This is an optimization exercise on Yosys and OpenROAD, whose aim is small area, not a production implementation.
Only simulation tests tie the RTL to the original design; equivalence was not proved.
Power is estimated from default activity; no workload was simulated.

==> inputs of trial 84 <==
## h_lcd
module h_lcd(state, eval, success, clk_in, rst, rs, e, data);
  input [2:0] state;
  wire [2:0] state;
  input eval;
  wire eval;
  input success;
  wire success;
  input clk_in;
  wire clk_in;
  input rst;
  wire rst;
  output rs;
  wire rs;
  output e;
  wire e;
  output [7:0] data;
  wire [7:0] data;
  wire _0000_;
  wire _0001_;
  wire _0002_;
  wire _0003_;
  wire _0004_;
  wire _0005_;
  wire _0006_;
  wire _0007_;
  wire _0008_;
  wire _0009_;
  wire _0010_;
  wire _0011_;
  wire _0012_;
  wire _0013_;
  wire _0014_;
  wire _0015_;
  wire _0016_;
  wire _0017_;
  wire _0018_;
  wire _0019_;
  wire _0020_;
  wire _0021_;
  wire _0022_;
  wire _0023_;
  wire _0024_;
  wire _0025_;
  wire _0026_;
  wire _0027_;
  wire _0028_;
  wire _0029_;
  wire _0030_;
  wire _0031_;
  wire _0032_;
  wire _0033_;
  wire _0034_;
  wire _0035_;
  wire _0036_;
  wire _0037_;
  wire _0038_;
  wire _0039_;
  wire _0040_;
  wire _0041_;
  wire _0042_;
  wire _0043_;
  wire _0044_;
  wire _0045_;
  wire _0046_;
  wire _0047_;
  wire _0048_;
  wire _0049_;
  wire _0050_;
  wire _0051_;
  wire _0052_;
  wire _0053_;
  wire _0054_;
  wire _0055_;
  wire _0056_;
  wire _0057_;
  wire _0058_;
  wire _0059_;
  wire _0060_;
  wire _0061_;
  wire _0062_;
  wire _0063_;
  wire _0064_;
  wire _0065_;
  wire _0066_;
  wire _0067_;
  wire _0068_;
  wire _0069_;
  wire _0070_;
  wire _0071_;
  wire _0072_;
  wire _0073_;
  wire _0074_;
  wire _0075_;
  wire _0076_;
  wire _0077_;
  wire _0078_;
  wire _0079_;
  wire _0080_;
  wire _0081_;
  wire _0082_;
  wire _0083_;
  wire _0084_;
  wire _0085_;
  wire _0086_;
  wire _0087_;
  wire _0088_;
  wire _0089_;
  wire _0090_;
  wire _0091_;
  wire _0092_;
  wire _0093_;
  wire _0094_;
  wire _0095_;
  wire _0096_;
  wire _0097_;
  wire _0098_;
  wire _0099_;
  wire _0100_;
  wire _0101_;
  wire _0102_;
  wire _0103_;
  wire _0104_;
  wire _0105_;
  wire _0106_;
  wire _0107_;
  wire _0108_;
  wire _0109_;
  wire _0110_;
  wire _0111_;
  wire _0112_;
  wire _0113_;
  wire _0114_;
  wire _0115_;
  wire _0116_;
  wire _0117_;
  wire _0118_;
  wire _0119_;
  wire _0120_;
  wire _0121_;
  wire _0122_;
  wire _0123_;
  wire _0124_;
  wire _0125_;
  wire _0126_;
  wire _0127_;
  wire _0128_;
  ...
export LEC_CHECK = 0
export ABC_AREA = 1
export CAP_MARGIN = 20
export CORE_MARGIN = 2
export CORE_UTILIZATION = 55
export CTS_BUF_LIST = sky130_fd_sc_hd__clkbuf_4
export CTS_CLUSTER_DIAMETER = 200
export CTS_CLUSTER_SIZE = 30
export GPL_TIMING_DRIVEN = 0
export PLACE_DENSITY = 0.75
export SETUP_SLACK_MARGIN = 0.3
export SLEW_MARGIN = 20
create_clock -name core_clock -period 5.0 [get_ports {clk_in}]
standard.sh (not shown) runs the stock make flow with config.mk's settings and CLKGATE_MAP_FILE= SYNTH_SCRIPT=/design/flow/synth_recipe.tcl, a recipe that flattens the netlist after the stock synthesis.
==> flow/flow/run.sh <==
#!/bin/bash
# Layout flow: the standard ORFS flow (standard.sh) with these changes,
# all aimed at cell area:
#  - synthesis maps the logic with an area-only ABC script
#    (flow/abc_area.script: strash; dch -f; map -a) in place of ORFS's
#    abc_area.script, which maps for delay and then buffers and upsizes;
#    Yosys's own early ABC run and the half/full-adder extraction are skipped
#    (SYNTH_ARGS=-noabc, ADDER_MAP_FILE empty), so ABC sees the design's
#    logic as written;
#  - the port buffers are sky130_fd_sc_hd__buf_1.
# Every script is ORFS's own, copied unchanged apart from abc_area.script.
# All tool output goes to make.log and to ORFS's logs under orfs/logs.
set -euo pipefail
W=$(pwd)
rm -rf "$W/scripts"
cp -r "$FLOW_HOME/scripts" "$W/scripts"
cp "$W/flow/abc_area.script" "$W/scripts/abc_area.script"
bash "$W/standard.sh" SCRIPTS_DIR="$W/scripts" SYNTH_ARGS=-noabc ADDER_MAP_FILE= \
  BUFFER_PORTS_ARGS="-buffer_cell sky130_fd_sc_hd__buf_1" finish > "$W/make.log" 2>&1
==> flow/flow/abc_area.script <==
strash
dch -f
map -a
topo
==> inputs of build 34, as changes to trial 84 <==
- CORE_UTILIZATION: 55 -> 40
- GPL_TIMING_DRIVEN: 0 -> default
- PLACE_DENSITY: 0.75 -> default
==> inputs of build 28, as changes to trial 84 <==
- CORE_UTILIZATION: 55 -> 40
- PLACE_DENSITY: 0.75 -> default
==> comparison table <==
metric                                                                        trial 84     build 34     build 28
Area used by multi-input combinational logic                               0.00185 mm2  0.00182 mm2  0.00186 mm2
Growth of design area from synthesis to finish                                   10.2%        15.0%        11.7%
Clock skew                                                                  0.00149 ns   0.00880 ns    0.0109 ns
Portion of the clock cycle consumed by the worst path in the final layout        93.7%        90.3%        92.9%
Startpoint of the most critical register-to-register path                         p[2]         p[1]         p[2]
Wl on met1                                                                     3.91 mm      4.53 mm      4.54 mm
Post-cts sizing count                                                               12            1           16
Unrepaired setup endpoints after global routing                                   true        false         true
Slew HR                                                                          44.2%        49.7%        33.4%
Place WS                                                                     -0.525 ns     0.529 ns    -0.642 ns
Utilization after layout                                                         62.3%        47.4%        46.1%
Highest ir drop seen on vdd                                                   0.219 mV     0.151 mV     0.179 mV
HPWL after detailed placement                                                  8.69 mm      10.0 mm      9.75 mm
First-iteration detailed-routing DRC count                                        1148          991          682
Global routing met1 resource utilization                                         58.0%        51.2%        51.0%
Met2 track demand over resource                                                  74.3%        61.2%        62.0%
Area enclosed by the die boundary                                          0.00496 mm2  0.00671 mm2  0.00671 mm2
Outcome                                               no timing/DRC/antenna violations  no timing/DRC/antenna violations  no timing/DRC/antenna violations
Fraction of final layout cells with drive strength greater than 1                7.01%        7.94%        7.43%

-- port drivers added, routing unchanged --
The results above use ideal ports. As a check the final layouts listed here were re-extracted and re-timed, cells and wires unchanged. Step 1: set_driving_cell puts a clkbuf_16 on clk_in and a buf_2 on each other input, an assumption about the parent block. Step 2, shift: input delay + t, output delay - t, t = (earliest + latest rising clock arrival at the registers) / 2. This alone moves slack from input paths to output paths. Slacks: ideal / step 1 / step 2; pairs: ideal / step 1.
run | t (ns) | setup slack, ns | worst setup path at the end | worst data-port slew with drivers (ns)
trial 84 | 0.300 | 0.316 / 0.296 / 0.596 | register to output | 0.03
build 34 | 0.315 | 0.484 / 0.466 / 0.781 | register to output | 0.04
build 28 | 0.307 | 0.356 / 0.336 / 0.644 | register to output | 0.03
After both steps every run listed still meets setup and hold.
